Source: an optimization exercise on an open RTL-to-GDS flow (aim: small area, a short achievable clock period and few clock cycles per item). Production flows keep margins and buffers that such runs may drop. The RTL was checked by simulation tests, not by an equivalence proof against the original design. Power and IR drop assume default switching activity.

File: design/flow/run.sh
#!/bin/bash
# synth_recipe.tcl (not shown) runs the flow's synth.tcl, then flattens the netlist and writes it again
# the make line also repeats each setting of config.mk as NAME=value (left out here)
make -C /OpenROAD-flow-scripts/flow DESIGN_CONFIG=/design/flow/config.mk WORK_HOME=/design/flow/orfs CLKGATE_MAP_FILE= SYNTH_SCRIPT=/design/flow/synth_recipe.tcl finish
File: design/flow/config.mk
export PLATFORM = sky130hd
export DESIGN_NAME = SME
export DESIGN_NICKNAME = SME
export VERILOG_FILES = /design/flow/design.v
export SDC_FILE = /design/flow/constraint.sdc
export NUM_CORES = 4
export LEC_CHECK = 0
export CAP_MARGIN = 20
export CORE_MARGIN = 2
export CORE_UTILIZATION = 40
export SLEW_MARGIN = 20
File: design/flow/constraint.sdc
create_clock -name core_clock -period 8.0 [get_ports {clk}]
set_input_delay 1.6000 -clock core_clock [delete_from_list [all_inputs] [get_ports {clk}]]
set_output_delay 1.6000 -clock core_clock [all_outputs]
set_load 0.01 [all_outputs]
File: design/flow/design.v
module SME ( clk, reset, chardata, isstring, ispattern, valid, match, match_index);
input clk;
input reset;
input [7:0] chardata;
input isstring;
input ispattern;
output valid;
output match;
output [4:0] match_index;
reg [7:0] strbuf[0:31];
reg [7:0] pattern[0:7];
reg match;
reg valid;
reg valid_temp;
reg match_temp;
reg match_done;
reg star_flag;
reg match_t;
reg [4:0] match_index;
reg [2:0] state;
reg [2:0] n_state;
reg [5:0] string_cnt;			 
reg [5:0] string_cnt_temp;
reg [3:0] pattern_cnt;			 
reg [5:0] star_index;			 
reg [3:0] star_pat;			 
reg [5:0] string_index_temp;		 
reg [5:0] string_index;			
reg [3:0] pattern_index;		
wire [5:0] str_len = string_cnt_temp + 6'd1;
wire [7:0] cur_pat = pattern[pattern_index[2:0]];
wire [7:0] cur_str = strbuf[string_index[4:0]];
wire [7:0] prev_str = strbuf[string_index[4:0] - 5'd1];
wire       in_str  = (string_index < str_len);
wire       pat_end = (pattern_index == pattern_cnt);
reg        step_ok;
parameter IDLE = 3'b000;
parameter STR  = 3'b001;
parameter PAT  = 3'b010;
parameter DEC  = 3'b011;
parameter OUT  = 3'b100;
integer i;
always@(posedge clk or posedge reset) begin
    if(reset) begin
       state <= IDLE; 
    end
    else begin
       state <= n_state;
    end
end
always@(*) begin
    case(state) 
         IDLE: begin
                  if(isstring) n_state = STR;
                  else if (ispattern) n_state = PAT;
                  else n_state = state;             
         end      
         STR: begin
                  if(ispattern) n_state = PAT;
                  else n_state = state;
         end      
         PAT: begin  
                  if(!ispattern) n_state = DEC; 
                  else n_state = state;
         end
         DEC: begin 
                 if(match_done) n_state = OUT;
                 else n_state = state;
         end
         OUT: begin
         		if(!valid_temp) n_state = IDLE;
                 else n_state = state;
         end
         default: n_state = state;
    endcase
end
always @(posedge clk or posedge reset) begin
	if (reset) begin
		string_cnt <= 0;
	end
	else begin
		case(n_state)
			STR: begin
				if (isstring) begin
					string_cnt <= string_cnt + 1;
				end
				else begin
					string_cnt <= string_cnt;
				end
			end
			OUT: begin
					string_cnt <= 0;
				 end 
			default: begin
				string_cnt <= string_cnt;
			end				
		endcase
	end
end
always @(posedge clk or posedge reset) begin
	if (reset) begin
		string_cnt_temp <= 0;
	end
	else if (isstring) begin
	    string_cnt_temp <= string_cnt;
	end
	else begin
		string_cnt_temp <= string_cnt_temp;
	end
end
always @(posedge clk or posedge reset) begin
	if (reset) begin
		pattern_cnt <= 0;
	end
	else begin
		case(n_state)
			PAT: begin
				if (ispattern) begin
					pattern_cnt <= pattern_cnt + 1;
				end
				else begin
					pattern_cnt <= pattern_cnt;
				end
			end
			OUT: pattern_cnt <= 0;
			default: pattern_cnt <= pattern_cnt;
		endcase
	end
end
always @(posedge clk or posedge reset) begin
	if (reset) begin
		for(i = 0; i <8; i=i+1) begin
			pattern[i] <= 8'b0;
		end		
    end
    else begin
    	case(n_state)
    		PAT: begin
    			if (ispattern) begin
    				pattern[pattern_cnt] <= chardata;
    			end
    			else begin
    				pattern[pattern_cnt] <= pattern[pattern_cnt];		
    			end
    		end
    		default: begin
    			for(i = 0; i < 8; i= i + 1) begin
					pattern[i] <= pattern[i];
				end
    		end
    	endcase
    end
end
always @(posedge clk or posedge reset) begin
	if (reset) begin
		for(i = 0; i <32; i=i+1)begin
			strbuf[i] <= 8'b0;
		end
	end
	else begin
		case(n_state)
			STR: begin
    			if (isstring) begin
    				strbuf[string_cnt] <= chardata; 
    			end
    			else begin
    				strbuf[string_cnt] <= strbuf[string_cnt];
    			end
    		end
    		default: begin
    			for(i = 0; i < 32; i = i + 1)begin
					strbuf[i] <= strbuf[i];
				end
    		end
		endcase
	end
end
always @(*) begin
	case (cur_pat)
		8'h5E:   step_ok = (string_index == 0) || (prev_str == 8'h20);
		8'h24:   step_ok = !in_str || (cur_str == 8'h20);
		8'h2E:   step_ok = in_str;
		default: step_ok = in_str && (cur_str == cur_pat);
	endcase
end
always @(posedge clk or posedge reset) begin
	if (reset) begin
		string_index <= 0;
		pattern_index <= 0;
		string_index_temp <= 0;
		star_flag <= 0;
		star_index <= 0;
		star_pat <= 0;
		match_done <= 0;
		match_temp <= 0;
		match_index <= 0;
	end
	else begin
		case(state)
			PAT: begin
				pattern_index <= 0;
				string_index <= 0;
				string_index_temp <= 0;
				star_flag <= 0;
				star_index <= 0;
				star_pat <= 0;
				match_done <= 0;
				match_temp <= 0;
				match_index <= 0;
			end
			DEC: begin
				if (match_done) begin
					pattern_index <= pattern_index;
				end
				else if (pat_end) begin
					match_done <= 1;
					match_temp <= 1;
					match_index <= string_index_temp[4:0];
				end
				else if (cur_pat == 8'h2A) begin
					star_flag <= 1;
					star_pat <= pattern_index;
					star_index <= string_index;
					pattern_index <= pattern_index + 1;
				end
				else if (step_ok) begin
					pattern_index <= pattern_index + 1;
					if (cur_pat != 8'h5E && cur_pat != 8'h24)
						string_index <= string_index + 1;
				end
				else if (star_flag && star_index < str_len) begin
					star_index <= star_index + 1;
					string_index <= star_index + 1;
					pattern_index <= star_pat + 1;
				end
				else if (string_index_temp + 1 >= str_len) begin
					match_done <= 1;
					match_temp <= 0;
				end
				else begin
					string_index_temp <= string_index_temp + 1;
					string_index <= string_index_temp + 1;
					pattern_index <= 0;
					star_flag <= 0;
				end
			end
			default: begin
				string_index <= string_index;
			end
		endcase
	end
end
always @(posedge clk or posedge reset) begin
	if (reset) begin
		match_t  <= 0;
		valid_temp <= 0;
	end
	else begin
		case(state)
			OUT: begin
				valid_temp <= 1;
				match_t <= match_temp;			
			end 
			default: begin
				valid_temp <= 0;
				match_t <= 0;
			end 
		endcase
	end
end
always @(posedge clk or posedge reset) begin
	if (reset) begin
		valid <= 0;
		match <= 0;
	end
	else  begin
		valid <= valid_temp;
		match <= match_t;
	end
end
endmodule
==> results.py, run 1 <==
metrics = {
    "outcome": {
        "outcome": "complete, no violations",
    },
    "cts": {
        "cts_setup_buffers": 0,
        "clkLatencyLatePin_ps": 610,
        "clk_path_buf_depth": 3,
        "cts_buffers": 43,
        "cts_tree": "yes",
        "clock-root-buffer": "clkbuf_16",
        "cts_hold_buf": 0,
        "cts_sinks": 377,
        "cts-resized-gates": 0,
        "ctsHtreeMaxLevel": 2,
        "clkTransAtPathRegs_ps": 60,
    },
    "worst_setup_path": {
        "setup.worst_path.end_class": "flop",
        "slowest_delay_ps": 1030,
        "regToRegStartpoint": "string_index[1]$_DFFE_PP0P_",
        "r2r_cells": 14,
        "r2r_slack_ps": 1650,
        "slowest_stage": "o311ai_0",
        "worstPathMaxFanout": 39,
        "cp.required_ps": 8500,
        "path_class": "reg2reg",
        "cp_cell_sequence": "inv_1 -> ha_1 -> nor3b_4 -> xnor2_2 -> buf_4 -> o311ai_0 -> a41oi_1 -> a221o_1 -> nor4_1 -> a32oi_2 -> nand3_4 -> or2_1 -> mux2_1 -> o22ai_1",
        "r2r-end": "pattern_index[2]$_DFFE_PP0P_",
        "crit_arrival_ps": 6850,
        "startpoint_type": "flop",
    },
    "power": {
        "power.density_nw_per_um2": 353,
        "power_mw": 8.86,
        "power.leakage_nw": 10.3,
        "ir_worst_vdd_mv": 0.289,
    },
    "place": {
        "dpl_worst_slack_ps": 1940,
        "dp_cells": 3255,
        "hpwl_um": 97500,
        "dpl_cell_area_sq_um": 23600,
        "gp_congestion": 1.13,
        "io_buffers": 18,
    },
    "drt": {
        "wl_met3_um": 17400,
        "wl_per_cell_um": 39.1,
        "routed-wl-met2_um": 50800,
        "top_layer_used": "met5",
        "drt-total-wl_um": 131000,
        "drt_first_pass_iters": 10,
        "m1WireLength_um": 55300,
        "via_per_inst": 7.08,
        "remaining_drc_errors": 0,
        "num_vias": 23700,
        "drtIter0Drc": 3449,
        "postRouteAntennaNets": 0,
    },
    "final_layout": {
        "final_common_cell": "nand2_1",
        "utilization_pct": 44.7,
        "finalInstanceArea_sq_um": 25100,
        "layout-drive-gt1-share_pct": 9.39,
        "area_growth_pct": 10.9,
        "stdcell_count": 3344,
        "finish.net_count": 2602,
        "final_cell_mix": "nand2_1, dfrtp_1, o21ai_0, nor2_1, a22oi_1",
        "fill_cells": 5513,
    },
    "timing": {
        "worst_pin_slew_ps": 1260,
        "final.min_clock_period_ps": 6350,
        "rsz0062_at_grt": "false",
        "worst_slack_ps": 1650,
        "maxSlewHeadroom_pct": 16.0,
        "hold_viol": 0,
        "clock_skew_ps": 22.7,
        "max_freq_mhz": 158,
        "post-route-period-util_pct": 79.3,
        "setup_viol_count_final": 0,
        "fin_setup_tns_ps": 0,
        "hold_slack_ps": 348,
        "report.final.slew_viol_count": 0,
    },
    "worst_hold_path": {
        "min_path_cells": 0,
        "hold_class": "reg2reg",
        "whs_endpoint": "match$_DFF_PP0_",
        "min-delay-start": "match_t$_DFF_PP0_",
    },
    "global_route": {
        "antenna_found_initial": 12,
        "grt_max_degree": 176,
        "grt_pass1_vias": 21800,
        "grt_pass1_wl_um": 180000,
        "grt_remaining_overflow": 0,
        "grt_usage_pct": 43.8,
    },
    "die": {
        "rows": 87,
        "fp.dieArea_sq_um": 58500,
        "die_w_um": 242,
        "io_pins": 19,
        "die_h_um": 242,
        "initial_core_util_pct": 40.3,
        "core_area_sq_um": 56200,
    },
    "synthesis": {
        "syn_avg_cell_area_sq_um": 8.70,
        "synth-seq-area-share_pct": 41.7,
        "syn_nets": 2656,
        "async_flop_share_pct": 100,
        "netlist_area_sq_um": 22600,
        "yosysWarnings": 3,
        "synthFlopType": "dfrtp_1",
        "synth_cell_types": 98,
        "synth_edf_count": 0,
        "ys_seq_elements": 377,
        "postSynthCellCount": 2599,
    },
    "run": {
        "drv_cap": 0,
    },
}
cell families (layout without fill, tap and decap cells):
logic type	after synthesis	after routing	share of synthesized area, %
and+or+nand+nor	923	923	19.0
AOI/OAI and AO/OA	909	909	27.2
DFF	377	377	41.7
buffers and inverters	225	204	4.16
muxes	89	89	4.25
adders and majority gates	45	45	2.49
xor gates and xnor gates	31	31	1.23
other	0	10	0
per-layer routing:
metal  vias up  GRT usage (%)
li1       9646              -
met1     11900           60.8
met2      1764           58.8
met3       408           18.0
met4        10           20.4
met5         -              0
worst max path at each step:
stage	endpoint	slack, ps	depth (start not counted)	start
3_5_place_dp	pattern_index[2]$_DFFE_PP0P_	1940	15	string_index[0]$_DFFE_PP0P_
5_1_grt	star_index[1]$_DFFE_PP0P_	1480	15	string_index[0]$_DFFE_PP0P_
3_3_place_gp	pattern_index[2]$_DFFE_PP0P_	2080	15	string_index[0]$_DFFE_PP0P_
2_1_floorplan	match$_DFF_PP0_	1340	1	reset
4_1_cts	pattern_index[2]$_DFFE_PP0P_	1890	15	string_index[1]$_DFFE_PP0P_
6_report	pattern_index[2]$_DFFE_PP0P_	1650	14	string_index[1]$_DFFE_PP0P_
worst max-delay path, delay by kind of cell, from the launching register on:
| kind | cells | cell delay (ps) |
|---|---|---|
| compound gates | 5 | 1940 |
| simple gates | 4 | 1870 |
| fa+ha+maj | 1 | 820 |
| flops | 1 | 570 |
| buf+inv | 2 | 560 |
| mux | 1 | 370 |
| xor+xnor | 1 | 90 |
power breakdown:
part	switching [mW]	internal [mW]	leakage (nW)
Clock	0.883	1.12	0.695
Sequential	0.615	2.23	5.15
Combinational	2.88	1.14	4.47
registers in the layout, summed over array words and instances (netlist names), 3 cells and up:
register           cells
star_pat               4
string_index           6
pattern_cnt            4
star_index             6
match_index            5
pattern_index          4
strbuf               256
state                  3
pattern               64
string_cnt             6
string_cnt_temp        6
string_index_temp      6
synth_stat cells, types with 10 or more instances:
library cell  count  area share, %
ha_1             45            2.5
nand2_1         441            7.3
a311oi_1         13           0.50
a32o_1           11           0.49
a32oi_1          20           0.77
mux2i_1          51            2.3
a221oi_1         51            2.0
buf_2            28           0.62
nand2b_1         13           0.36
inv_1            26           0.43
xnor2_1          13           0.50
a222oi_1         37            1.6
nor3_1           37           0.82
nor2_1          162            2.7
a31oi_1          14           0.39
or3_1            11           0.30
a22o_1           49            1.9
mux2_2           29            1.4
clkbuf_1        141            2.3
xor2_1           17           0.66
nand3_1          73            1.6
nand4_1          30           0.83
and2_1           10           0.28
a21oi_1          88            1.9
o31ai_1          11           0.37
nor2b_1          19           0.53
nand3b_1         14           0.46
buf_1            13           0.22
o22ai_1          22           0.61
o21ai_0         346            7.7
dfrtp_1         377             42
a211oi_1         12           0.40
and3_1           24           0.66
a21o_1           11           0.37
o32ai_1          10           0.39
a22oi_1          96            3.2
nor4_1           21           0.58
layout make-up:
cell class              instances  area [sq um]  area share, %
repair buffers                 95           821           3.27
clock buffers                  57          1180           4.70
diodes                         10          25.0         0.0998
well taps                     756           946           3.77
multi-input cells            1997         12300           49.2
clock inverters                21           221          0.883
flip-flops and latches        377          9440           37.6
inverters                      31           120          0.479
Testbench counts, summed over its fixed seeds: cycles 461,340, items 8,000.
==> inputs of run 2 (changes only) <==
==> design/flow/design.v (replaced) <==
module SME ( clk, reset, chardata, isstring, ispattern, valid, match, match_index);
input clk;
input reset;
input [7:0] chardata;
input isstring;
input ispattern;
output valid;
output match;
output [4:0] match_index;
reg valid;
reg match;
reg [4:0] match_index;
reg  [7:0] c_q;         
reg        lit_q, dot_q, car_q, dol_q, star_q;
reg        str_q, str_q2;
reg        pat_q, pat_q2;
wire in_car  = (chardata == 8'h5E);
wire in_dol  = (chardata == 8'h24);
wire in_dot  = (chardata == 8'h2E);
wire in_star = (chardata == 8'h2A);
always @(posedge clk) begin
	c_q    <= (in_car | in_dol) ? 8'h20 : chardata;
	lit_q  <= !(in_car | in_dol | in_dot | in_star);
	dot_q  <= in_dot;
	car_q  <= in_car;
	dol_q  <= in_dol;
	star_q <= in_star;
end
always @(posedge clk or posedge reset) begin
	if (reset) begin
		str_q  <= 1'b0;
		str_q2 <= 1'b0;
		pat_q  <= 1'b0;
		pat_q2 <= 1'b0;
	end else begin
		str_q  <= isstring;
		str_q2 <= str_q;
		pat_q  <= ispattern;
		pat_q2 <= pat_q;
	end
end
reg [7:0] s [0:31];
reg [5:0] len;           
integer n;
always @(posedge clk) begin
	if (str_q) begin
		for (n = 0; n < 31; n = n + 1)
			s[n] <= s[n+1];
		s[31] <= c_q;
		len <= str_q2 ? len + 6'd1 : 6'd1;
	end
end
wire [5:0] lo = 6'd32 - len;
reg  [31:0] v;
integer j;
always @(*) begin
	for (j = 0; j < 32; j = j + 1)
		v[j] = (j >= lo);
end
reg [31:0] eq;
always @(*) begin
	for (j = 0; j < 32; j = j + 1)
		eq[j] = (s[j] == c_q);
end
reg  [32:0] m;
reg  [4:0]  base;        
reg         starred;
wire        first  = !pat_q2;
wire [32:0] m_eff  = first ? {1'b0, v} : m;
wire [4:0]  b_eff  = first ? len[4:0] : base;
reg [32:0] pre;
always @(*) begin
	pre[0] = m_eff[0];
	for (j = 1; j < 33; j = j + 1)
		pre[j] = pre[j-1] | m_eff[j];
end
reg [4:0] fs;
always @(*) begin
	fs = 5'd0;
	for (j = 31; j >= 0; j = j - 1)
		if (m_eff[j]) fs = j;
end
wire [4:0] cand = fs + b_eff;
reg [32:0] m_nxt;
always @(*) begin
	m_nxt[0] = (car_q & v[0]) |
	           (dol_q & m_eff[0] & eq[0]) |
	           (star_q & pre[0]);
	for (j = 1; j < 32; j = j + 1)
		m_nxt[j] = ((lit_q | dot_q) & m_eff[j-1] & (dot_q | eq[j-1])) |
		           (car_q & v[j] & (!v[j-1] | eq[j-1])) |
		           (dol_q & m_eff[j] & eq[j]) |
		           (star_q & pre[j]);
	m_nxt[32] = ((lit_q | dot_q) & m_eff[31] & (dot_q | eq[31])) |
	            (dol_q & m_eff[32]) |
	            (star_q & pre[32]);
end
always @(posedge clk) begin
	if (pat_q) begin
		m    <= m_nxt;
		base <= (lit_q | dot_q) ? b_eff - 5'd1 : b_eff;
	end
end
always @(posedge clk or posedge reset) begin
	if (reset)
		starred <= 1'b0;
	else
		starred <= pat_q & (starred | star_q);
end
always @(posedge clk) begin
	if (!starred)
		match_index <= cand;
end
always @(posedge clk or posedge reset) begin
	if (reset) begin
		valid <= 1'b0;
	end else begin
		valid <= pat_q2 & !pat_q;
	end
end
always @(posedge clk) begin
	match <= |m;
end
endmodule
==> run 2 against run 1 <==
  * Still clean on timing, DRC and antenna
  * Die area is 27% lower
  * Hold slack better by 110 ps
  * Register-to-register slack better by 910 ps
  * Cell area is 27% lower
  * Fmax is 17% higher
  * Flip-flop and latch count is 52 lower
  * Power is 53% lower
  * Cell count is 43% lower
  * First-iteration DRC count is 69% lower
  * Sequential power is 28% lower
  * Sequential share of layout area is 15 points higher
  * Critical path type unchanged
  * Largest cell class is now registers
  * Highest routed layer unchanged
==> results.py, run 2 <==
metrics = {
    "outcome": {
        "outcome": "complete, no violations",
    },
    "global_route": {
        "grt_pass1_vias": 11000,
        "antenna_found_initial": 1,
        "grt_usage_pct": 18.4,
        "grt_remaining_overflow": 0,
        "grt_max_degree": 192,
        "grt_pass1_wl_um": 61500,
    },
    "timing": {
        "max_freq_mhz": 184,
        "worst_pin_slew_ps": 1040,
        "worst_slack_ps": 2560,
        "fin_setup_tns_ps": 0,
        "report.final.slew_viol_count": 0,
        "maxSlewHeadroom_pct": 30.8,
        "clock_skew_ps": 22.3,
        "rsz0062_at_grt": "false",
        "post-route-period-util_pct": 68.0,
        "final.min_clock_period_ps": 5440,
        "hold_viol": 0,
        "setup_viol_count_final": 0,
    },
    "final_layout": {
        "finish.net_count": 1359,
        "largest_register_ffs": 256,
        "utilization_pct": 44.9,
        "regMostFlops": "s",
        "largestRegisters": "s (256), m (33), c_q (8)",
        "layout-drive-gt1-share_pct": 8.13,
        "final_common_cell": "edfxtp_1",
        "finalInstanceArea_sq_um": 18200,
        "area_growth_pct": 11.5,
        "fill_cells": 3690,
        "final_cell_mix": "edfxtp_1, xnor2_1, nor2_1, nand2_1, nand4_1",
        "n_antenna_cell": 0,
    },
    "cts": {
        "ctsHtreeMaxLevel": 2,
        "cts_buffers": 37,
        "cts-resized-gates": 0,
        "clk_path_buf_depth": 3,
        "clkTransAtPathRegs_ps": 60,
        "cts_sinks": 325,
        "clock-root-buffer": "clkbuf_16",
        "clkLatencyLatePin_ps": 550,
        "cts_tree": "yes",
        "cts_hold_buf": 0,
        "cts_setup_buffers": 0,
    },
    "drt": {
        "postRouteAntennaNets": 0,
        "drt-total-wl_um": 38600,
        "num_vias": 10800,
        "via_per_inst": 5.68,
        "wl_per_cell_um": 20.3,
        "drtIter0Drc": 1070,
        "drt_first_pass_iters": 5,
        "remaining_drc_errors": 0,
    },
    "place": {
        "io_buffers": 18,
        "hpwl_um": 25900,
        "gp_congestion": 0.915,
        "dpl_worst_slack_ps": 2640,
        "dpl_cell_area_sq_um": 17100,
    },
    "synthesis": {
        "synth-seq-area-share_pct": 58.6,
        "syn_avg_cell_area_sq_um": 12.3,
        "async_flop_share_pct": 1.85,
        "netlist_area_sq_um": 16400,
        "synthFlopType": "edfxtp_1",
        "ys_seq_elements": 325,
        "yosys-top-cells-area": "edfxtp_1, xnor2_1, nand4_1",
        "yosys.area.top_type": "edfxtp_1",
        "synth_commonest_cells": "edfxtp_1, xnor2_1, nor2_1, nand2_1, nand4_1",
        "syn_nets": 1358,
        "synth_edf_count": 305,
        "synth_cell_types": 89,
        "yosysTopAreaCellShare_pct": 56.0,
        "yosysWarnings": 2,
        "synth_most_common_cell": "edfxtp_1",
        "postSynthCellCount": 1336,
    },
    "die": {
        "initial_core_util_pct": 40.3,
        "fp.dieArea_sq_um": 42600,
        "core_area_sq_um": 40600,
        "rows": 74,
        "io_pins": 19,
        "die_w_um": 206,
        "die_h_um": 206,
    },
    "worst_setup_path": {
        "startpoint_type": "flop",
        "setup.worst_path.end_class": "flop",
        "path_class": "reg2reg",
        "r2r_slack_ps": 2560,
        "crit_arrival_ps": 5710,
        "cp.required_ps": 8270,
        "worstPathMaxFanout": 25,
    },
    "power": {
        "power.leakage_nw": 6.01,
        "power_mw": 4.17,
        "ir_worst_vdd_mv": 0.125,
        "power.density_nw_per_um2": 228,
    },
    "run": {
        "drv_cap": 0,
    },
    "worst_hold_path": {
        "hold_class": "reg2reg",
    },
}
-- run 2: per-stage QoR --
step                      hold WS [ps]  cells
final                              462   1897
after floorplan                    406   1336
after CTS                          465   1897
after global placement             450   1830
after detailed placement           454   1830
after global routing               468   1897
-- run 2: routing by layer --
layer  GRT usage (%)  vias to the layer above  wire length, um  part of all wire [%]
met3            3.23                       80             2000                   5.2
li1                -                     4994                -                     -
met5               0                        -               13                 0.034
met1            24.0                     5342            16900                    44
met2            31.0                      353            18500                    48
met4            6.22                        2             1140                   2.9
-- run 2: layout make-up --
cell class / instances / area [sq um] / share of cell area (%)
well taps: 532 / 666 / 3.65
inverters: 30 / 113 / 0.617
multi-input cells: 903 / 6320 / 34.7
clock buffers: 52 / 1020 / 5.61
flip-flops and latches: 325 / 9600 / 52.6
clock inverters: 15 / 161 / 0.884
repair buffers: 40 / 358 / 1.96
-- run 2: critical path: stages, from the launching register on --
cell and delay, ps:
edfxtp_1 710, inv_1 160, ha_1 540, and2b_1 440
nor3_1 860, o21ai_0 350, a211oi_1 320, o211ai_1 150
a21o_1 200, a21oi_1 230, ha_1 230, inv_1 60
fa_1 390, inv_1 70, a21o_1 100, a21oi_1 70
xnor2_1 140, xnor2_1 140
-- run 2: logic make-up (layout without fill, tap and decap cells) --
logic type / count (synthesis) / count (layout) / share of synthesized area [%]
AOI/OAI and AO/OA: 277 / 277 / 12.0
DFF: 325 / 325 / 58.6
xor gates and xnor gates: 271 / 271 / 14.5
and+or+nand+nor: 339 / 339 / 11.0
muxes: 5 / 5 / 0.306
buffers and inverters: 108 / 137 / 2.77
adders and majority gates: 11 / 11 / 0.872
-- run 2: worst paths after layout --
check	depth (start not counted)	start	to
setup / recovery	17	len[0]$_SDFFCE_PN1P_	match_index[4]$_DFFE_PN_
hold / removal	0	s[10][4]$_DFFE_PP_	s[9][4]$_DFFE_PP_
setup reg to reg	17	len[0]$_SDFFCE_PN1P_	match_index[4]$_DFFE_PN_
hold reg to reg	0	s[10][4]$_DFFE_PP_	s[9][4]$_DFFE_PP_
max in group asynchronous	2	reset	str_q$_DFF_PP0_
min in group asynchronous	2	reset	starred$_DFF_PP0_
-- run 2: power by group --
part	leakage, nW	switching, mW	internal, mW
Clock	0.575	0.678	0.968
Combinational	2.24	0.280	0.190
Sequential	3.20	0.0704	1.98
Testbench counts of run 2, summed over its fixed seeds: cycles 114,566, items 8,000.
==> inputs of run 3 (changes only) <==
--- a/design/flow/design.v
+++ b/design/flow/design.v
@@ -52,3 +52,4 @@
 end
-wire [5:0] lo = 6'd32 - len;
+wire [5:0] len_nxt = str_q ? (str_q2 ? len + 6'd1 : 6'd1) : len;
+wire [5:0] lo = 6'd32 - len_nxt;
 reg  [31:0] v;
@@ -67,10 +68,7 @@
 reg         starred;
-wire        first  = !pat_q2;
-wire [32:0] m_eff  = first ? {1'b0, v} : m;
-wire [4:0]  b_eff  = first ? len[4:0] : base;
 reg [32:0] pre;
 always @(*) begin
-	pre[0] = m_eff[0];
+	pre[0] = m[0];
 	for (j = 1; j < 33; j = j + 1)
-		pre[j] = pre[j-1] | m_eff[j];
+		pre[j] = pre[j-1] | m[j];
 end
@@ -80,17 +78,17 @@
 	for (j = 31; j >= 0; j = j - 1)
-		if (m_eff[j]) fs = j;
+		if (m[j]) fs = j;
 end
-wire [4:0] cand = fs + b_eff;
+wire [4:0] cand = fs + base;
 reg [32:0] m_nxt;
 always @(*) begin
-	m_nxt[0] = (car_q & v[0]) |
-	           (dol_q & m_eff[0] & eq[0]) |
+	m_nxt[0] = (car_q & m[0]) |
+	           (dol_q & m[0] & eq[0]) |
 	           (star_q & pre[0]);
 	for (j = 1; j < 32; j = j + 1)
-		m_nxt[j] = ((lit_q | dot_q) & m_eff[j-1] & (dot_q | eq[j-1])) |
-		           (car_q & v[j] & (!v[j-1] | eq[j-1])) |
-		           (dol_q & m_eff[j] & eq[j]) |
+		m_nxt[j] = ((lit_q | dot_q) & m[j-1] & (dot_q | eq[j-1])) |
+		           (car_q & m[j] & (!m[j-1] | eq[j-1])) |
+		           (dol_q & m[j] & eq[j]) |
 		           (star_q & pre[j]);
-	m_nxt[32] = ((lit_q | dot_q) & m_eff[31] & (dot_q | eq[31])) |
-	            (dol_q & m_eff[32]) |
+	m_nxt[32] = ((lit_q | dot_q) & m[31] & (dot_q | eq[31])) |
+	            (dol_q & m[32]) |
 	            (star_q & pre[32]);
@@ -100,3 +98,6 @@
 		m    <= m_nxt;
-		base <= (lit_q | dot_q) ? b_eff - 5'd1 : b_eff;
+		base <= (lit_q | dot_q) ? base - 5'd1 : base;
+	end else begin
+		m    <= {1'b0, v};
+		base <= len_nxt[4:0];
 	end
--- a/design/flow/config.mk
+++ b/design/flow/config.mk
@@ -7,2 +7,3 @@
 export LEC_CHECK = 0
+export ABC_CLOCK_PERIOD_IN_PS = 3000
 export CAP_MARGIN = 20
@@ -10,2 +11,3 @@
 export CORE_UTILIZATION = 40
+export SETUP_SLACK_MARGIN = 5
 export SLEW_MARGIN = 20
==> run 3 against run 2 <==
  * Still clean on timing, DRC and antenna
  * Die area shrank 6.6%
  * Power grew 1.0%
  * Clock skew shrank 4.7 ps
  * Via count shrank 12%
  * Global-route usage shrank 1.5 points
==> results.py, run 3 <==
metrics = {
    "outcome": {
        "outcome": "complete, no violations",
    },
    "worst_setup_path": {
        "path_class": "reg2reg",
        "r2r_cells": 15,
        "cp-endpoint": "match_index[4]$_DFFE_PN_",
        "setup.worst_path.end_class": "flop",
        "crit_buf_inv": 2,
        "r2r-end": "match_index[4]$_DFFE_PN_",
        "crit_arrival_ps": 3140,
        "cp_top_family": "compound AO/OA/AOI/OAI gates",
        "worstPathMaxFanout": 3,
        "worst-path-stages": 15,
        "regToRegStartpoint": "m[31]$_DFF_P_",
        "startpoint_type": "flop",
        "cp_cell_sequence": "nor2b_1 -> o21ai_1 -> a21oi_1 -> o21ai_1 -> a21oi_2 -> o221ai_2 -> a221oi_2 -> ha_2 -> inv_1 -> fa_2 -> inv_1 -> a21o_1 -> a21oi_2 -> xor2_1 -> xnor2_1",
        "setup.worst_path.start": "m[31]$_DFF_P_",
        "r2r_slack_ps": 5110,
        "slowest_delay_ps": 360,
        "slowest_stage": "fa_2",
        "cp.required_ps": 8250,
    },
    "drt": {
        "postRouteAntennaNets": 0,
        "remaining_drc_errors": 0,
        "drt-total-wl_um": 33600,
        "via_per_inst": 5.40,
        "drt_first_pass_iters": 9,
        "wl_per_cell_um": 19.0,
        "num_vias": 9529,
        "drtIter0Drc": 640,
    },
    "place": {
        "gp_congestion": 0.885,
        "hpwl_um": 21400,
        "dpl_cell_area_sq_um": 16000,
        "io_buffers": 18,
    },
    "timing": {
        "hold_viol": 0,
        "report.final.slew_viol_count": 0,
        "final.min_clock_period_ps": 2890,
        "post-route-period-util_pct": 36.1,
        "setup_viol_count_final": 0,
        "rsz0062_at_grt": "true",
        "fin_setup_tns_ps": 0,
        "max_freq_mhz": 346,
        "worst_pin_slew_ps": 1150,
        "maxSlewHeadroom_pct": 23.3,
        "clock_skew_ps": 17.6,
    },
    "power": {
        "combPwrFrac_pct": 14.1,
        "p_seq_share_pct": 49.5,
        "clockPowerShare_pct": 36.5,
        "intPower_mw": 3.13,
        "power.density_nw_per_um2": 244,
        "ir_worst_vdd_mv": 0.164,
        "p_sw_share_pct": 25.6,
        "power.leakage_nw": 5.52,
        "switchingPower_mw": 1.08,
    },
    "cts": {
        "clock-root-buffer": "clkbuf_16",
        "clkTransAtPathRegs_ps": 60,
        "cts_buffers": 35,
        "ctsHtreeMaxLevel": 2,
        "clkLatencyLatePin_ps": 520,
        "cts_tree": "yes",
        "cts_sinks": 325,
        "clk_path_buf_depth": 3,
    },
    "synthesis": {
        "postSynthCellCount": 1220,
        "synth-seq-area-share_pct": 60.2,
        "synth_commonest_cells": "edfxtp_1, xnor2_1, o21ai_0, nand4_1, nor2_1",
        "syn_nets": 1243,
        "ys_seq_elements": 325,
        "synthFlopType": "edfxtp_1",
        "async_flop_share_pct": 1.85,
        "netlist_area_sq_um": 15300,
        "yosys.area.top_type": "edfxtp_1",
        "yosysTopAreaCellShare_pct": 52.3,
        "syn_avg_cell_area_sq_um": 12.5,
        "synth_most_common_cell": "edfxtp_1",
        "synth_cell_types": 77,
        "yosys-top-cells-area": "edfxtp_1, xnor2_1, dfxtp_1",
        "synth_edf_count": 266,
        "yosysWarnings": 2,
    },
    "die": {
        "initial_core_util_pct": 40.5,
        "die_w_um": 199,
        "fp.dieArea_sq_um": 39800,
        "die_h_um": 199,
        "io_pins": 19,
        "rows": 71,
        "core_area_sq_um": 37700,
    },
    "final_layout": {
        "area_growth_pct": 13.2,
        "regMostFlops": "s",
        "finish.net_count": 1253,
        "largestRegisters": "s (256), m (33), c_q (8)",
        "n_antenna_cell": 0,
        "layout-drive-gt1-share_pct": 10.8,
        "final_cell_mix": "edfxtp_1, xnor2_1, o21ai_0, nand4_1, nor2_1",
        "final_common_cell": "edfxtp_1",
        "largest_register_ffs": 256,
        "finalInstanceArea_sq_um": 17300,
    },
    "global_route": {
        "antenna_found_initial": 0,
        "grt_remaining_overflow": 0,
        "grt_usage_pct": 17.0,
        "grt_max_degree": 84,
        "grt_pass1_vias": 9425,
        "grt_pass1_wl_um": 52500,
    },
    "run": {
        "drv_cap": 0,
    },
    "worst_hold_path": {
        "hold_class": "reg2reg",
    },
}
## run 3: power groups by stage
| stage | sequential [mW] | combinational [mW] | clock (mW) |
|---|---|---|---|
| floorplan | 2.10 | 0.410 | 0 |
| global placement | 2.11 | 0.558 | 0 |
| detailed placement | 2.11 | 0.563 | 0 |
| CTS | 2.08 | 0.573 | 1.58 |
| global route | 2.10 | 0.653 | 1.65 |
| finish | 2.08 | 0.592 | 1.54 |
## run 3: per-stage QoR
| step | std cells | hold slack, ps | power [mW] | setup slack, ps | util [%] |
|---|---|---|---|---|---|
| final | 1766 | 460 | 4.21 | 5110 | 45.9 |
| after global routing | 1766 | 473 | 4.40 | 4980 | 45.9 |
| after CTS | 1757 | 465 | 4.23 | 5000 | 45.6 |
| after detailed placement | 1694 | 446 | 2.68 | 4320 | 42.5 |
| after global placement | 1694 | 449 | 2.67 | 4400 | 42.5 |
| after floorplan | 1220 | 352 | 2.51 | 4070 | - |
## run 3: worst min path at each step
stage                       start            endpoint  cells after the start
2_1_floorplan     pat_q$_DFF_PP0_    pat_q2$_DFF_PP0_                      0
6_report       s[16][6]$_DFFE_PP_  s[15][6]$_DFFE_PP_                      0
5_1_grt        s[15][7]$_DFFE_PP_  s[14][7]$_DFFE_PP_                      0
3_3_place_gp     pat_q2$_DFF_PP0_     valid$_DFF_PP0_                      1
4_1_cts        s[16][6]$_DFFE_PP_  s[15][6]$_DFFE_PP_                      0
3_5_place_dp     pat_q2$_DFF_PP0_     valid$_DFF_PP0_                      1
## run 3: kinds of logic (layout without fill, tap and decap cells)
| family | count (synthesis) | in the layout | share of synthesized area, % |
|---|---|---|---|
| fa+ha+maj | 11 | 11 | 0.950 |
| buf+inv | 109 | 144 | 3.11 |
| xor+xnor | 266 | 266 | 15.4 |
| simple gates | 259 | 259 | 9.45 |
| flops | 325 | 325 | 60.2 |
| mux | 3 | 3 | 0.197 |
| compound gates | 247 | 247 | 10.7 |
## run 3: routing by layer
layer	global-route usage, %	part of all wire [%]	vias up
met4	5.02	2.2	0
met5	0	0	-
met1	22.8	45	4703
met3	3.21	4.8	50
met2	27.9	48	240
li1	-	-	4536
## run 3: final cells by class
class	count	area (sq um)
Tap cell	511	639
Clock inverter	8	35.0
Inverter	40	163
Timing Repair Buffer	42	404
Clock buffer	54	1050
Multi-Input combinational cell	786	5770
Fill cell	3394	20400
Sequential cell	325	9220
## run 3: what timing repair did
item	CTS	global route
gates cloned	0	1
hold buffers	0	0
setup buffers	1	8
pin swaps	4	11
endpoints found under the hold margin	0	0
resized for setup	22	13
endpoints found under the setup margin	40	11
## run 3: worst register-to-register path, stage by stage (launching register included)
cell and delay [ps]:
dfxtp_2 340, nor2b_1 130, o21ai_1 70, a21oi_1 160
o21ai_1 110, a21oi_2 220, o221ai_2 160, a221oi_2 280
ha_2 220, inv_1 60, fa_2 360, inv_1 60
a21o_1 120, a21oi_2 60, xor2_1 150, xnor2_1 130
Testbench counts of run 3, summed over its fixed seeds: cycles 114,566, items 8,000.
==> inputs of run 4 (changes only) <==
--- a/design/flow/config.mk
+++ b/design/flow/config.mk
@@ -7,3 +7,2 @@
 export LEC_CHECK = 0
-export ABC_CLOCK_PERIOD_IN_PS = 3000
 export CAP_MARGIN = 20
==> run 4 against run 3 <==
  * Setup slack stayed put
  * First-iteration DRC count stayed put
  * Register-to-register slack hardly changed
  * Count of clock-buffer cells in the layout stayed put
  * Hold slack stayed put
  * Flip-flop and latch count stayed put
  * Combinational power hardly changed
  * Critical path depth stayed put
  * Critical endpoint unchanged
==> results.py, run 4 <==
metrics = {
    "outcome": {
        "outcome": "complete, no violations",
    },
    "final_layout": {
        "largest_register_ffs": 256,
        "layout-drive-gt1-share_pct": 10.8,
        "final_common_cell": "edfxtp_1",
        "area_growth_pct": 13.2,
        "regMostFlops": "s",
        "n_antenna_cell": 0,
        "largestRegisters": "s (256), m (33), c_q (8)",
        "finish.net_count": 1253,
        "finalInstanceArea_sq_um": 17300,
        "final_cell_mix": "edfxtp_1, xnor2_1, o21ai_0, nand4_1, nor2_1",
    },
    "synthesis": {
        "netlist_area_sq_um": 15300,
        "yosys.area.top_type": "edfxtp_1",
        "synth_edf_count": 266,
        "ys_seq_elements": 325,
        "syn_nets": 1243,
        "synthFlopType": "edfxtp_1",
        "async_flop_share_pct": 1.85,
        "synth_cell_types": 77,
        "postSynthCellCount": 1220,
        "syn_avg_cell_area_sq_um": 12.5,
        "yosysWarnings": 2,
        "yosys-top-cells-area": "edfxtp_1, xnor2_1, dfxtp_1",
        "synth_commonest_cells": "edfxtp_1, xnor2_1, o21ai_0, nand4_1, nor2_1",
        "yosysTopAreaCellShare_pct": 52.3,
        "synth-seq-area-share_pct": 60.2,
        "synth_most_common_cell": "edfxtp_1",
    },
    "timing": {
        "rsz0062_at_grt": "true",
        "maxSlewHeadroom_pct": 23.3,
        "clock_skew_ps": 17.6,
        "max_freq_mhz": 346,
        "hold_viol": 0,
        "final.min_clock_period_ps": 2890,
        "worst_pin_slew_ps": 1150,
        "post-route-period-util_pct": 36.1,
        "report.final.slew_viol_count": 0,
        "fin_setup_tns_ps": 0,
        "setup_viol_count_final": 0,
    },
    "drt": {
        "drt-total-wl_um": 33600,
        "remaining_drc_errors": 0,
        "via_per_inst": 5.40,
        "num_vias": 9529,
        "wl_per_cell_um": 19.0,
        "drtIter0Drc": 640,
        "postRouteAntennaNets": 0,
        "drt_first_pass_iters": 9,
    },
    "die": {
        "core_area_sq_um": 37700,
        "die_w_um": 199,
        "fp.dieArea_sq_um": 39800,
        "initial_core_util_pct": 40.5,
        "die_h_um": 199,
        "rows": 71,
        "io_pins": 19,
    },
    "worst_setup_path": {
        "cp.required_ps": 8250,
        "crit_arrival_ps": 3140,
        "setup.worst_path.end_class": "flop",
        "worst-path-stages": 15,
        "cp_cell_sequence": "nor2b_1 -> o21ai_1 -> a21oi_1 -> o21ai_1 -> a21oi_2 -> o221ai_2 -> a221oi_2 -> ha_2 -> inv_1 -> fa_2 -> inv_1 -> a21o_1 -> a21oi_2 -> xor2_1 -> xnor2_1",
        "path_class": "reg2reg",
        "crit_buf_inv": 2,
        "r2r_slack_ps": 5110,
        "startpoint_type": "flop",
        "worstPathMaxFanout": 3,
        "regToRegStartpoint": "m[31]$_DFF_P_",
        "r2r-end": "match_index[4]$_DFFE_PN_",
        "slowest_stage": "fa_2",
        "r2r_cells": 15,
        "slowest_delay_ps": 360,
        "cp_top_family": "compound AO/OA/AOI/OAI gates",
    },
    "power": {
        "clockPowerShare_pct": 36.5,
        "p_sw_share_pct": 25.6,
        "ir_worst_vdd_mv": 0.164,
        "power.density_nw_per_um2": 244,
        "switchingPower_mw": 1.08,
        "intPower_mw": 3.13,
        "p_seq_share_pct": 49.5,
        "power.leakage_nw": 5.52,
        "combPwrFrac_pct": 14.1,
    },
    "place": {
        "hpwl_um": 21400,
        "io_buffers": 18,
        "dpl_cell_area_sq_um": 16000,
        "gp_congestion": 0.885,
    },
    "cts": {
        "cts_buffers": 35,
        "clkLatencyLatePin_ps": 520,
        "clock-root-buffer": "clkbuf_16",
        "clkTransAtPathRegs_ps": 60,
        "cts_tree": "yes",
        "cts_hold_buf": 0,
        "cts_sinks": 325,
        "ctsHtreeMaxLevel": 2,
        "clk_path_buf_depth": 3,
    },
    "worst_hold_path": {
        "min_path_cells": 0,
        "whs_endpoint": "s[15][6]$_DFFE_PP_",
        "min-delay-start": "s[16][6]$_DFFE_PP_",
        "hold_class": "reg2reg",
    },
    "global_route": {
        "grt_pass1_wl_um": 52500,
        "antenna_found_initial": 0,
        "grt_usage_pct": 17.0,
        "grt_pass1_vias": 9425,
        "grt_max_degree": 84,
        "grt_remaining_overflow": 0,
    },
    "run": {
        "drv_cap": 0,
    },
}
[run 4: cell counts after synthesis]
Identical to the previous run, type by type.
[run 4: power groups by stage]
stage               combinational (mW)  clock [mW]  sequential [mW]
floorplan                        0.410           0             2.10
finish                           0.592        1.54             2.08
global placement                 0.558           0             2.11
global route                     0.653        1.65             2.10
CTS                              0.573        1.58             2.08
detailed placement               0.563           0             2.11
[run 4: layout make-up]
class	count	area [sq um]
Fill cell	3394	20400
Sequential cell	325	9220
Multi-Input combinational cell	786	5770
Tap cell	511	639
Inverter	40	163
Clock buffer	54	1050
Timing Repair Buffer	42	404
Clock inverter	8	35.0
[run 4: kinds of logic after synthesis]
| family | share of synthesized area, % |
|---|---|
| buffers and inverters | 3.11 |
| AND/OR/NAND/NOR | 9.45 |
| adder cells (fa/ha/maj) | 0.950 |
| XOR/XNOR | 15.4 |
| flip-flops | 60.2 |
| multiplexers | 0.197 |
| AO/OA/AOI/OAI | 10.7 |
[run 4: worst max path at each step]
stage / start / endpoint / slack (ps)
floorplan: str_q$_DFF_PP0_ / m[18]$_DFF_P_ / 4070
global placement: str_q$_DFF_PP0_ / m[4]$_DFF_P_ / 4400
detailed placement: str_q$_DFF_PP0_ / m[14]$_DFF_P_ / 4320
CTS: m[24]$_DFF_P_ / match_index[4]$_DFFE_PN_ / 5000
global route: m[31]$_DFF_P_ / match_index[4]$_DFFE_PN_ / 4980
finish: m[31]$_DFF_P_ / match_index[4]$_DFFE_PN_ / 5110
[run 4: worst register-to-register path, cell delays in order (launching register included)]
cell and delay, ps:
dfxtp_2 340, nor2b_1 130, o21ai_1 70, a21oi_1 160, o21ai_1 110, a21oi_2 220, o221ai_2 160, a221oi_2 280
ha_2 220, inv_1 60, fa_2 360, inv_1 60, a21o_1 120, a21oi_2 60, xor2_1 150, xnor2_1 130
[run 4: layer usage]
layer	vias to the layer above	part of all wire [%]	global-route usage, %
met5	-	0	0
met4	0	2.2	5.02
met3	50	4.8	3.21
met2	240	48	27.9
met1	4703	45	22.8
li1	4536	-	-
[run 4: stage by stage]
stage	std cells	total power [mW]	util [%]	worst slack, ps	hold WS, ps
after floorplan	1220	2.51	-	4070	352
after global placement	1694	2.67	42.5	4400	449
after detailed placement	1694	2.68	42.5	4320	446
after CTS	1757	4.23	45.6	5000	465
after global routing	1766	4.40	45.9	4980	473
final	1766	4.21	45.9	5110	460
[run 4: timing repair]
item                       4_1_cts  5_1_grt
gates cloned                     0        1
setup endpoints to repair       40       11
setup buffers                    1        8
resized for setup               22       13
pin swaps                        4       11
==> inputs of run 5 (changes only) <==
--- a/design/flow/config.mk
+++ b/design/flow/config.mk
@@ -10,2 +10,4 @@
 export CORE_UTILIZATION = 40
+export CTS_CLUSTER_DIAMETER = 120
+export CTS_CLUSTER_SIZE = 24
 export SETUP_SLACK_MARGIN = 5
==> run 5 against run 4 <==
  * Count of clock-buffer cells in the layout fell by 26
  * Highest routed layer unchanged
  * Utilization fell by 1.7 points
  * Cell area fell by 3.8%
  * Global-route usage fell by 0.50 points
  * Register-to-register slack barely moved
  * Synthesized cell count did not move
  * Setup slack got worse by 5.0 ps
  * Sequential power barely moved
  * Critical path type unchanged
==> results.py, run 5 <==
metrics = {
    "worst_setup_path": {
        "slowest_delay_ps": 350,
        "r2r-end": "match_index[4]$_DFFE_PN_",
        "slowest_stage": "dfxtp_2",
        "cp_top_family": "compound AO/OA/AOI/OAI gates",
        "crit_buf_inv": 2,
        "r2r_cells": 15,
        "cp.required_ps": 8260,
        "regToRegStartpoint": "m[31]$_DFF_P_",
        "r2r_slack_ps": 5100,
        "worstPathMaxFanout": 3,
        "setup.worst_path.end_class": "flop",
        "path_class": "reg2reg",
        "cp_cell_sequence": "nor2b_1 -> o21ai_0 -> a21oi_1 -> o21ai_1 -> a21oi_2 -> o221ai_2 -> a221oi_2 -> ha_2 -> inv_1 -> fa_2 -> inv_1 -> a21o_1 -> a21oi_1 -> xor2_1 -> xnor2_1",
        "crit_arrival_ps": 3150,
        "startpoint_type": "flop",
        "setup.worst_path.start": "m[31]$_DFF_P_",
    },
    "final_layout": {
        "area_growth_pct": 8.88,
        "utilization_pct": 44.1,
        "stdcell_count": 1727,
        "final_common_cell": "edfxtp_1",
        "layout-drive-gt1-share_pct": 8.22,
        "finish.net_count": 1229,
        "largest_register_ffs": 256,
        "finalInstanceArea_sq_um": 16600,
        "largestRegisters": "s (256), m (33), c_q (8)",
        "n_antenna_cell": 0,
        "regMostFlops": "s",
        "final_cell_mix": "edfxtp_1, xnor2_1, o21ai_0, nand4_1, nor2_1",
    },
    "power": {
        "clockPowerShare_pct": 26.1,
        "power.leakage_nw": 5.18,
        "power_mw": 3.59,
        "intPower_mw": 2.63,
        "p_seq_share_pct": 57.8,
        "ir_worst_vdd_mv": 0.145,
        "switchingPower_uw": 966,
        "power.density_nw_per_um2": 216,
        "combPwrFrac_pct": 16.1,
        "p_sw_share_pct": 26.9,
    },
    "synthesis": {
        "synth_cell_types": 77,
        "netlist_area_sq_um": 15300,
        "synthFlopType": "edfxtp_1",
        "postSynthCellCount": 1220,
        "syn_nets": 1243,
        "ys_seq_elements": 325,
        "yosysTopAreaCellShare_pct": 52.3,
        "yosys.area.top_type": "edfxtp_1",
        "syn_avg_cell_area_sq_um": 12.5,
        "yosys-top-cells-area": "edfxtp_1, xnor2_1, dfxtp_1",
        "synth_commonest_cells": "edfxtp_1, xnor2_1, o21ai_0, nand4_1, nor2_1",
        "yosysWarnings": 2,
        "synth_most_common_cell": "edfxtp_1",
        "synth-seq-area-share_pct": 60.2,
        "synth_edf_count": 266,
        "async_flop_share_pct": 1.85,
    },
    "place": {
        "dpl_cell_area_sq_um": 16000,
        "dpl_worst_slack_ps": 4320,
        "hpwl_um": 21400,
        "gp_congestion": 0.885,
        "io_buffers": 18,
        "dp_cells": 1694,
    },
    "drt": {
        "drtIter0Drc": 776,
        "postRouteAntennaNets": 0,
        "num_vias": 9437,
        "drt-total-wl_um": 33000,
        "via_per_inst": 5.46,
        "wl_per_cell_um": 19.1,
        "remaining_drc_errors": 0,
        "drt_first_pass_iters": 6,
    },
    "worst_hold_path": {
        "min_path_cells": 1,
        "whs_endpoint": "valid$_DFF_PP0_",
        "min-delay-start": "pat_q2$_DFF_PP0_",
        "hold_class": "reg2reg",
    },
    "die": {
        "rows": 71,
        "core_area_sq_um": 37700,
        "io_pins": 19,
        "fp.dieArea_sq_um": 39800,
        "die_h_um": 199,
        "die_w_um": 199,
        "initial_core_util_pct": 40.5,
    },
    "timing": {
        "report.final.slew_viol_count": 0,
        "maxSlewHeadroom_pct": 24.1,
        "setup_viol_count_final": 0,
        "worst_pin_slew_ps": 1140,
        "fin_setup_tns_ps": 0,
        "clock_skew_ps": 18.0,
        "hold_viol": 0,
        "max_freq_mhz": 345,
        "rsz0062_at_grt": "true",
        "post-route-period-util_pct": 36.2,
        "hold_slack_ps": 468,
        "worst_slack_ps": 5100,
        "final.min_clock_period_ps": 2900,
    },
    "cts": {
        "cts_buffers": 17,
        "cts_tree": "yes",
        "clkLatencyLatePin_ps": 510,
        "ctsHtreeMaxLevel": 1,
        "clk_path_buf_depth": 3,
        "clkTransAtPathRegs_ps": 100,
        "clock-root-buffer": "clkbuf_16",
        "cts_hold_buf": 0,
        "cts_sinks": 325,
    },
    "global_route": {
        "grt_max_degree": 84,
        "grt_remaining_overflow": 0,
        "antenna_found_initial": 0,
        "grt_pass1_vias": 9197,
        "grt_pass1_wl_um": 51500,
        "grt_usage_pct": 16.5,
    },
    "outcome": {
        "outcome": "complete, no violations",
    },
    "run": {
        "drv_cap": 0,
    },
}
run 5: kinds of logic after synthesis:
group | count (synthesis) | synth area share [%]
AND/OR/NAND/NOR | 259 | 9.45
XOR/XNOR | 266 | 15.4
adder cells (fa/ha/maj) | 11 | 0.950
buffers and inverters | 109 | 3.11
AO/OA/AOI/OAI | 247 | 10.7
multiplexers | 3 | 0.197
flip-flops | 325 | 60.2
run 5: worst reg2reg max path: cells and delay by family, from the launching register on:
family	cells	cell delay [ps]
and+or+nand+nor	1	120
DFF	1	350
adders and majority gates	2	570
AOI/OAI and AO/OA	8	1200
xor gates and xnor gates	2	280
buffers and inverters	2	110
run 5: cell type report:
class	instances	area [sq um]
Clock buffer	28	467
Clock inverter	1	16.3
Fill cell	3455	21000
Inverter	40	163
Multi-Input combinational cell	786	5770
Sequential cell	325	9220
Tap cell	511	639
Timing Repair Buffer	36	355
run 5: worst max-delay path by stage:
stage                          endpoint  slack [ps]  cells past startpoint
6_report       match_index[4]$_DFFE_PN_        5100                     15
5_1_grt        match_index[4]$_DFFE_PN_        4950                     15
4_1_cts                           valid        5010                      1
3_5_place_dp              m[14]$_DFF_P_        4320                      9
3_3_place_gp               m[4]$_DFF_P_        4400                      9
2_1_floorplan             m[18]$_DFF_P_        4070                      9
run 5: timing repair:
item,in CTS,in global routing
gates cloned,0,1
setup buffers,1,2
resized for setup,21,10
endpoints found under the setup margin,41,11
pin swaps,2,5
run 5: per-layer routing:
metal	wire length, um	part of all wire, %	up-vias	track usage, %
met5	0	0	-	0
met4	721	2.2	0	4.06
met3	1380	4.2	36	2.14
met2	16000	48	236	27.6
met1	15000	45	4691	22.6
li1	-	-	4474	-
run 5: power groups by stage:
stage | Combinational (mW) | Sequential (mW) | Clock, mW
after floorplan | 0.410 | 2.10 | 0
after global placement | 0.558 | 2.11 | 0
after detailed placement | 0.563 | 2.11 | 0
after CTS | 0.572 | 2.08 | 0.968
after global routing | 0.640 | 2.09 | 1.02
final | 0.578 | 2.08 | 0.937
==> inputs of run 6 (changes only) <==
--- a/design/flow/config.mk
+++ b/design/flow/config.mk
@@ -9,3 +9,3 @@
 export CORE_MARGIN = 2
-export CORE_UTILIZATION = 40
+export CORE_UTILIZATION = 60
 export CTS_CLUSTER_DIAMETER = 120
==> run 6 against run 5 <==
  * Cell area is 1.3% lower
  * Setup slack worse by 61 ps
  * Routed wire length is 0.98% lower
  * Flip-flop and latch count unchanged
  * Non-clock buffer count rose by 4
  * Critical path type unchanged
  * Critical endpoint unchanged
==> results.py, run 6 <==
metrics = {
    "outcome": {
        "outcome": "complete, no violations",
    },
    "final_layout": {
        "finish.net_count": 1233,
        "area_growth_pct": 7.46,
        "finalInstanceArea_sq_um": 16400,
        "register_area_sq_um": 9220,
        "fill_cells": 1871,
        "regMostFlops": "s",
        "utilization_pct": 65.4,
        "final_common_cell": "edfxtp_1",
        "n_antenna_cell": 0,
        "layout-drive-gt1-share_pct": 8.44,
        "stdcell_count": 1551,
        "largestRegisters": "s (256), m (33), c_q (8)",
        "largest_register_ffs": 256,
        "multi_input_area_sq_um": 5750,
        "final_cell_mix": "edfxtp_1, xnor2_1, o21ai_0, nand4_1, nor2_1",
    },
    "synthesis": {
        "synth_cell_types": 77,
        "synth_commonest_cells": "edfxtp_1, xnor2_1, o21ai_0, nand4_1, nor2_1",
        "synth_simple_gate_area_share_pct": 9.45,
        "netlist_area_sq_um": 15300,
        "syn_avg_cell_area_sq_um": 12.5,
        "postSynthCellCount": 1220,
        "yosysWarnings": 2,
        "synth_edf_count": 266,
        "yosysTopAreaCellShare_pct": 52.3,
        "synth-adder-area-share_pct": 0.950,
        "synth_compound_area_share_pct": 10.7,
        "synthFlopType": "edfxtp_1",
        "synthXorXnorAreaFrac_pct": 15.4,
        "synth_most_common_cell": "edfxtp_1",
        "syn_nets": 1243,
        "ys_seq_elements": 325,
        "yosys.area.top_type": "edfxtp_1",
        "synth-seq-area-share_pct": 60.2,
        "synthMuxAreaShare_pct": 0.197,
        "yosys-top-cells-area": "edfxtp_1, xnor2_1, dfxtp_1",
        "synth_top_family_by_area": "XOR/XNOR gates",
        "async_flop_share_pct": 1.85,
    },
    "drt": {
        "wl_per_cell_um": 21.1,
        "num_vias": 9424,
        "drt_first_pass_iters": 6,
        "via_per_inst": 6.08,
        "drt-total-wl_um": 32700,
        "drtIter0Drc": 1027,
        "postRouteAntennaNets": 0,
        "remaining_drc_errors": 0,
    },
    "timing": {
        "rsz0062_at_grt": "true",
        "setup_viol_count_final": 0,
        "max_freq_mhz": 338,
        "final.min_clock_period_ps": 2960,
        "hold_viol": 0,
        "worst_pin_slew_ps": 1050,
        "clock_skew_ps": 24.2,
        "post-route-period-util_pct": 36.9,
        "maxSlewHeadroom_pct": 30.0,
        "report.final.slew_viol_count": 0,
        "fin_setup_tns_ps": 0,
    },
    "worst_setup_path": {
        "crit_buf_inv": 0,
        "crit_arrival_ps": 3220,
        "setup.worst_path.end_class": "flop",
        "r2r_cells": 10,
        "path_common_cell": "a21oi_1",
        "regToRegStartpoint": "m[24]$_DFF_P_",
        "path_class": "reg2reg",
        "slowest_stage": "nor4_1",
        "r2r_slack_ps": 5040,
        "cp_top_family": "compound AO/OA/AOI/OAI gates",
        "worstPathMaxFanout": 5,
        "worst-path-stages": 10,
        "startpoint_type": "flop",
        "cp.required_ps": 8260,
        "cp_cell_sequence": "nor4_1 -> a2111oi_0 -> o21ai_0 -> nand2_1 -> a21oi_1 -> ha_1 -> a21o_1 -> a21oi_1 -> xor2_1 -> xnor2_1",
        "r2r-end": "match_index[4]$_DFFE_PN_",
        "slowest_delay_ps": 540,
    },
    "die": {
        "die_w_um": 164,
        "rows": 58,
        "io_pins": 19,
        "core_area_sq_um": 25100,
        "die_h_um": 164,
        "initial_core_util_pct": 60.8,
        "fp.dieArea_sq_um": 26700,
    },
    "global_route": {
        "global_route.usage.met1_pct": 34.5,
        "grt_usage_pct": 24.7,
        "globalRouteMet2Util_pct": 41.8,
        "antenna_found_initial": 0,
        "grt_pass1_vias": 9160,
        "grt_remaining_overflow": 0,
        "met3_usage_pct": 3.53,
        "busiest_layer": "met2",
        "grt_max_degree": 85,
        "grt_pass1_wl_um": 51300,
    },
    "worst_hold_path": {
        "min_path_cells": 0,
        "min-delay-start": "s[19][3]$_DFFE_PP_",
        "whs_endpoint": "s[18][3]$_DFFE_PP_",
        "hold_class": "reg2reg",
    },
    "place": {
        "dp_cells": 1516,
        "io_buffers": 18,
        "gp_congestion": 0.904,
        "hpwl_um": 20900,
        "dpl_cell_area_sq_um": 15800,
    },
    "power": {
        "power.leakage_nw": 5.20,
        "power_mw": 3.59,
        "ir_worst_vdd_mv": 0.175,
        "power.density_nw_per_um2": 219,
    },
    "run": {
        "drv_cap": 0,
    },
    "cts": {
        "cts_sinks": 325,
        "clkLatencyLatePin_ps": 520,
        "cts_hold_buf": 0,
        "clock-root-buffer": "clkbuf_16",
        "cts_buffers": 17,
        "ctsHtreeMaxLevel": 1,
        "clk_path_buf_depth": 3,
        "cts_tree": "yes",
        "clkTransAtPathRegs_ps": 100,
    },
}
==> run 6: kinds of logic after synthesis <==
| logic type | Yosys count |
|---|---|
| AO/OA/AOI/OAI | 247 |
| AND/OR/NAND/NOR | 259 |
| adder cells (fa/ha/maj) | 11 |
| flip-flops | 325 |
| buffers and inverters | 109 |
| XOR/XNOR | 266 |
| multiplexers | 3 |
==> run 6: worst max path at each step <==
stage,startpoint,end,slack (ps)
2_1_floorplan,str_q$_DFF_PP0_,m[18]$_DFF_P_,4070
3_3_place_gp,chardata[4],c_q[2]$_SDFF_PP0_,4760
3_5_place_dp,chardata[4],c_q[2]$_SDFF_PP0_,4710
4_1_cts,m[31]$_DFF_P_,match_index[4]$_DFFE_PN_,4840
5_1_grt,m[31]$_DFF_P_,match_index[4]$_DFFE_PN_,4980
6_report,m[24]$_DFF_P_,match_index[4]$_DFFE_PN_,5040
==> run 6: metal layers <==
metal  vias up  wire [um]
li1       4480          -
met1      4642      14500
met2       265      16000
met3        37       1740
met4         0        482
met5         -          0
==> run 6: layout make-up <==
class | count | share of cell area, %
Tap cell | 330 | 2.52
Multi-Input combinational cell | 786 | 35.1
Timing Repair Buffer | 40 | 2.27
Clock inverter | 2 | 0.152
Sequential cell | 325 | 56.2
Inverter | 40 | 0.991
Clock buffer | 28 | 2.84
==> run 6: per-stage QoR <==
stage | hold WS (ps) | setup slack [ps]
finish | 469 | 5040
global route | 474 | 4980
CTS | 466 | 4840
detailed placement | 455 | 4710
global placement | 450 | 4760
floorplan | 352 | 4070
==> run 6: repair_timing <==
| action | 4_1_cts | 5_1_grt |
|---|---|---|
| gates cloned | 0 | 0 |
| pin swaps | 0 | 6 |
| setup endpoints to repair | 31 | 13 |
| resized for setup | 7 | 16 |
| setup buffers | 1 | 4 |
==> run 6: report_power, final <==
group	switching [mW]	leakage, nW	internal (mW)	total (mW)
clock	0.526	0.234	0.411	0.937
sequential	0.104	3.12	1.97	2.07
combinational	0.330	1.84	0.246	0.577
total	0.961	5.20	2.63	3.59
==> inputs of run 7 (changes only) <==
==> design/flow/flow/run.sh (new file) <==
#!/bin/bash
set -euo pipefail
bash standard.sh SETUP_SLACK_MARGIN=5.4 finish > make_finish.log 2>&1
==> design/flow/standard.sh (new file) <==
#!/bin/bash
# synth_recipe.tcl (not shown) runs the flow's synth.tcl, then flattens the netlist and writes it again
# the make line also repeats each setting of config.mk as NAME=value (left out here)
make -C /OpenROAD-flow-scripts/flow DESIGN_CONFIG=/design/flow/config.mk WORK_HOME=/design/flow/orfs CLKGATE_MAP_FILE= SYNTH_SCRIPT=/design/flow/synth_recipe.tcl "${@:-finish}"
--- a/design/flow/config.mk
+++ b/design/flow/config.mk
@@ -9,6 +9,5 @@
 export CORE_MARGIN = 2
-export CORE_UTILIZATION = 60
+export CORE_UTILIZATION = 40
 export CTS_CLUSTER_DIAMETER = 120
 export CTS_CLUSTER_SIZE = 24
-export SETUP_SLACK_MARGIN = 5
 export SLEW_MARGIN = 20
removed: design/flow/run.sh
==> run 7 against run 6 <==
  * Count of clock-buffer cells in the layout is the same
  * Non-clock buffer count rose by 5
  * Clock power rose by 1%
  * Power is 1.3% higher
  * Die area is 49% higher
  * Hold slack worse by 8.6 ps
  * Clock skew is 1.6 ps higher
  * Setup slack improved by 120 ps
  * Sequential power barely moved
  * Critical endpoint unchanged
  * Largest power group unchanged
  * Highest routed layer unchanged
==> results.py, run 7 <==
metrics = {
    "drt": {
        "via_per_inst": 5.50,
        "remaining_drc_errors": 0,
        "wl_per_cell_um": 19.4,
        "num_vias": 9554,
        "postRouteAntennaNets": 0,
        "drtIter0Drc": 728,
        "m1WireLength_um": 15500,
        "drt-total-wl_um": 33700,
        "routed-wl-met2_um": 16400,
        "wl_met3_um": 1100,
        "top_layer_used": "met4",
        "drt_first_pass_iters": 5,
    },
    "synthesis": {
        "synth_simple_gate_area_share_pct": 9.45,
        "synth-seq-area-share_pct": 60.2,
        "synth_edf_count": 266,
        "synth-adder-area-share_pct": 0.950,
        "ys_seq_elements": 325,
        "yosys-top-cells-area": "edfxtp_1, xnor2_1, dfxtp_1",
        "yosys.area.top_type": "edfxtp_1",
        "syn_nets": 1243,
        "synth_commonest_cells": "edfxtp_1, xnor2_1, o21ai_0, nand4_1, nor2_1",
        "syn_avg_cell_area_sq_um": 12.5,
        "postSynthCellCount": 1220,
        "synthXorXnorAreaFrac_pct": 15.4,
        "synth_most_common_cell": "edfxtp_1",
        "synthFlopType": "edfxtp_1",
        "netlist_area_sq_um": 15300,
        "async_flop_share_pct": 1.85,
        "synthMuxAreaShare_pct": 0.197,
        "yosysTopAreaCellShare_pct": 52.3,
        "synth_cell_types": 77,
        "synth_compound_area_share_pct": 10.7,
        "synth_top_family_by_area": "XOR/XNOR gates",
        "yosysWarnings": 2,
    },
    "worst_setup_path": {
        "setup.worst_path.end_class": "flop",
        "path_common_cell": "a21oi_2",
        "slowest_stage": "dfxtp_2",
        "worstPathMaxFanout": 3,
        "cp_top_family": "compound AO/OA/AOI/OAI gates",
        "crit_buf_inv": 2,
        "r2r_slack_ps": 5160,
        "slowest_delay_ps": 370,
        "cp.required_ps": 8250,
        "startpoint_type": "flop",
        "crit_arrival_ps": 3090,
        "cp_cell_sequence": "nor2b_4 -> o21ai_2 -> a21oi_2 -> o21ai_2 -> a21oi_2 -> o221ai_2 -> a221oi_2 -> ha_2 -> inv_2 -> fa_2 -> inv_2 -> a21o_1 -> a21oi_2 -> xor2_1 -> xnor2_1",
        "path_class": "reg2reg",
    },
    "timing": {
        "hold_slack_ps": 460,
        "maxSlewHeadroom_pct": 37.4,
        "final.min_clock_period_ps": 2840,
        "hold_viol": 0,
        "clock_skew_ps": 25.8,
        "report.final.slew_viol_count": 0,
        "max_freq_mhz": 353,
        "setup_viol_count_final": 0,
        "fin_setup_tns_ps": 0,
        "worst_pin_slew_ps": 937,
        "post-route-period-util_pct": 35.5,
        "rsz0062_at_grt": "true",
    },
    "run": {
        "drv_cap": 0,
    },
    "global_route": {
        "grt_pass1_wl_um": 52500,
        "grt_max_degree": 72,
        "antenna_found_initial": 0,
        "grt_usage_pct": 16.8,
        "grt_pass1_vias": 9411,
        "grt_remaining_overflow": 0,
    },
    "cts": {
        "cts_buffers": 17,
        "clkTransAtPathRegs_ps": 110,
        "clock-root-buffer": "clkbuf_16",
        "clkLatencyLatePin_ps": 530,
        "cts_sinks": 325,
        "cts_tree": "yes",
        "clk_path_buf_depth": 3,
        "ctsHtreeMaxLevel": 1,
    },
    "power": {
        "power.density_nw_per_um2": 216,
        "ir_worst_vdd_mv": 0.134,
        "power.leakage_nw": 5.27,
    },
    "die": {
        "fp.dieArea_sq_um": 39800,
        "io_pins": 19,
        "rows": 71,
        "initial_core_util_pct": 40.5,
        "die_w_um": 199,
        "core_area_sq_um": 37700,
        "die_h_um": 199,
    },
    "final_layout": {
        "layout-drive-gt1-share_pct": 11.7,
        "area_growth_pct": 10.1,
        "stdcell_count": 1738,
        "finish.net_count": 1239,
        "final_cell_mix": "edfxtp_1, xnor2_1, o21ai_0, nand4_1, nor2_1",
        "n_antenna_cell": 0,
        "largest_register_ffs": 256,
        "fill_cells": 3517,
        "final_common_cell": "edfxtp_1",
        "largestRegisters": "s (256), m (33), c_q (8)",
        "utilization_pct": 44.6,
        "regMostFlops": "s",
    },
    "worst_hold_path": {
        "hold_class": "reg2reg",
    },
    "place": {
        "io_buffers": 18,
        "hpwl_um": 21600,
        "gp_congestion": 0.865,
        "dp_cells": 1694,
    },
    "outcome": {
        "outcome": "complete, no violations",
    },
}
## run 7: report_power, final
| part | total (mW) | switching [mW] | internal, mW |
|---|---|---|---|
| clock network | 0.947 | 0.536 | 0.411 |
| logic | 0.608 | 0.346 | 0.263 |
| registers | 2.08 | 0.109 | 1.97 |
## run 7: per-layer routing
metal	global-route usage, %	vias up
li1	-	4495
met4	4.22	0
met5	0	-
met2	28.5	181
met3	1.79	42
met1	23.2	4836
## run 7: timing repair
action / in CTS / in global routing
hold buffers: 0 / 0
cloned: 1 / 0
endpoints found under the setup margin: 118 / 39
endpoints found under the hold margin: 0 / 0
resized for setup: 54 / 28
pin swaps: 15 / 19
setup buffers: 8 / 5
## run 7: layout make-up
type / instances / area, sq um / share of cell area (%)
sequential: 325 / 9230 / 54.9
multi-input combinational: 787 / 5880 / 35.0
tap: 511 / 639 / 3.80
clock buffer: 28 / 467 / 2.78
timing repair buffer: 45 / 403 / 2.40
inverter: 40 / 163 / 0.968
clock inverter: 2 / 25.0 / 0.149
## run 7: path summary, 6_finish.rpt
path	start	to	cells past startpoint
max in group asynchronous	reset	str_q$_DFF_PP0_	2
worst min-delay path	s[23][0]$_DFFE_PP_	s[22][0]$_DFFE_PP_	0
min in group asynchronous	reset	pat_q$_DFF_PP0_	2
worst max-delay path	m[31]$_DFF_P_	match_index[4]$_DFFE_PN_	15
worst max register to register	m[31]$_DFF_P_	match_index[4]$_DFFE_PN_	15
worst min register to register	s[23][0]$_DFFE_PP_	s[22][0]$_DFFE_PP_	0
## run 7: cells by family (layout without fill, tap and decap cells)
logic type / count (synthesis) / in the layout
buf+inv: 109 / 115
simple gates: 259 / 260
flops: 325 / 325
fa+ha+maj: 11 / 11
xor+xnor: 266 / 266
compound gates: 247 / 247
mux: 3 / 3
## run 7: through the flow
step	power, mW	area, sq um	setup WS (ps)
detailed placement	2.68	16000	4790
floorplan	2.51	15400	4070
CTS	3.64	16700	5160
global placement	2.67	16000	4850
global route	3.80	16800	5000
finish	3.64	16800	5160
## run 7: worst register-to-register path: cells and delay by family, from the launching register on
family	cells	cell delay [ps]
AO/OA/AOI/OAI	8	1090
AND/OR/NAND/NOR	1	150
flip-flops	1	370
adder cells (fa/ha/maj)	2	570
XOR/XNOR	2	290
buffers and inverters	2	90

Setup slack of run 7, layout unchanged: 5.163 ns with ideal ports, 5.163 ns with driving cells assumed (clock clkbuf_16, inputs buf_2), 4.927 ns with port delays also shifted by the 0.568 ns mid clock arrival.
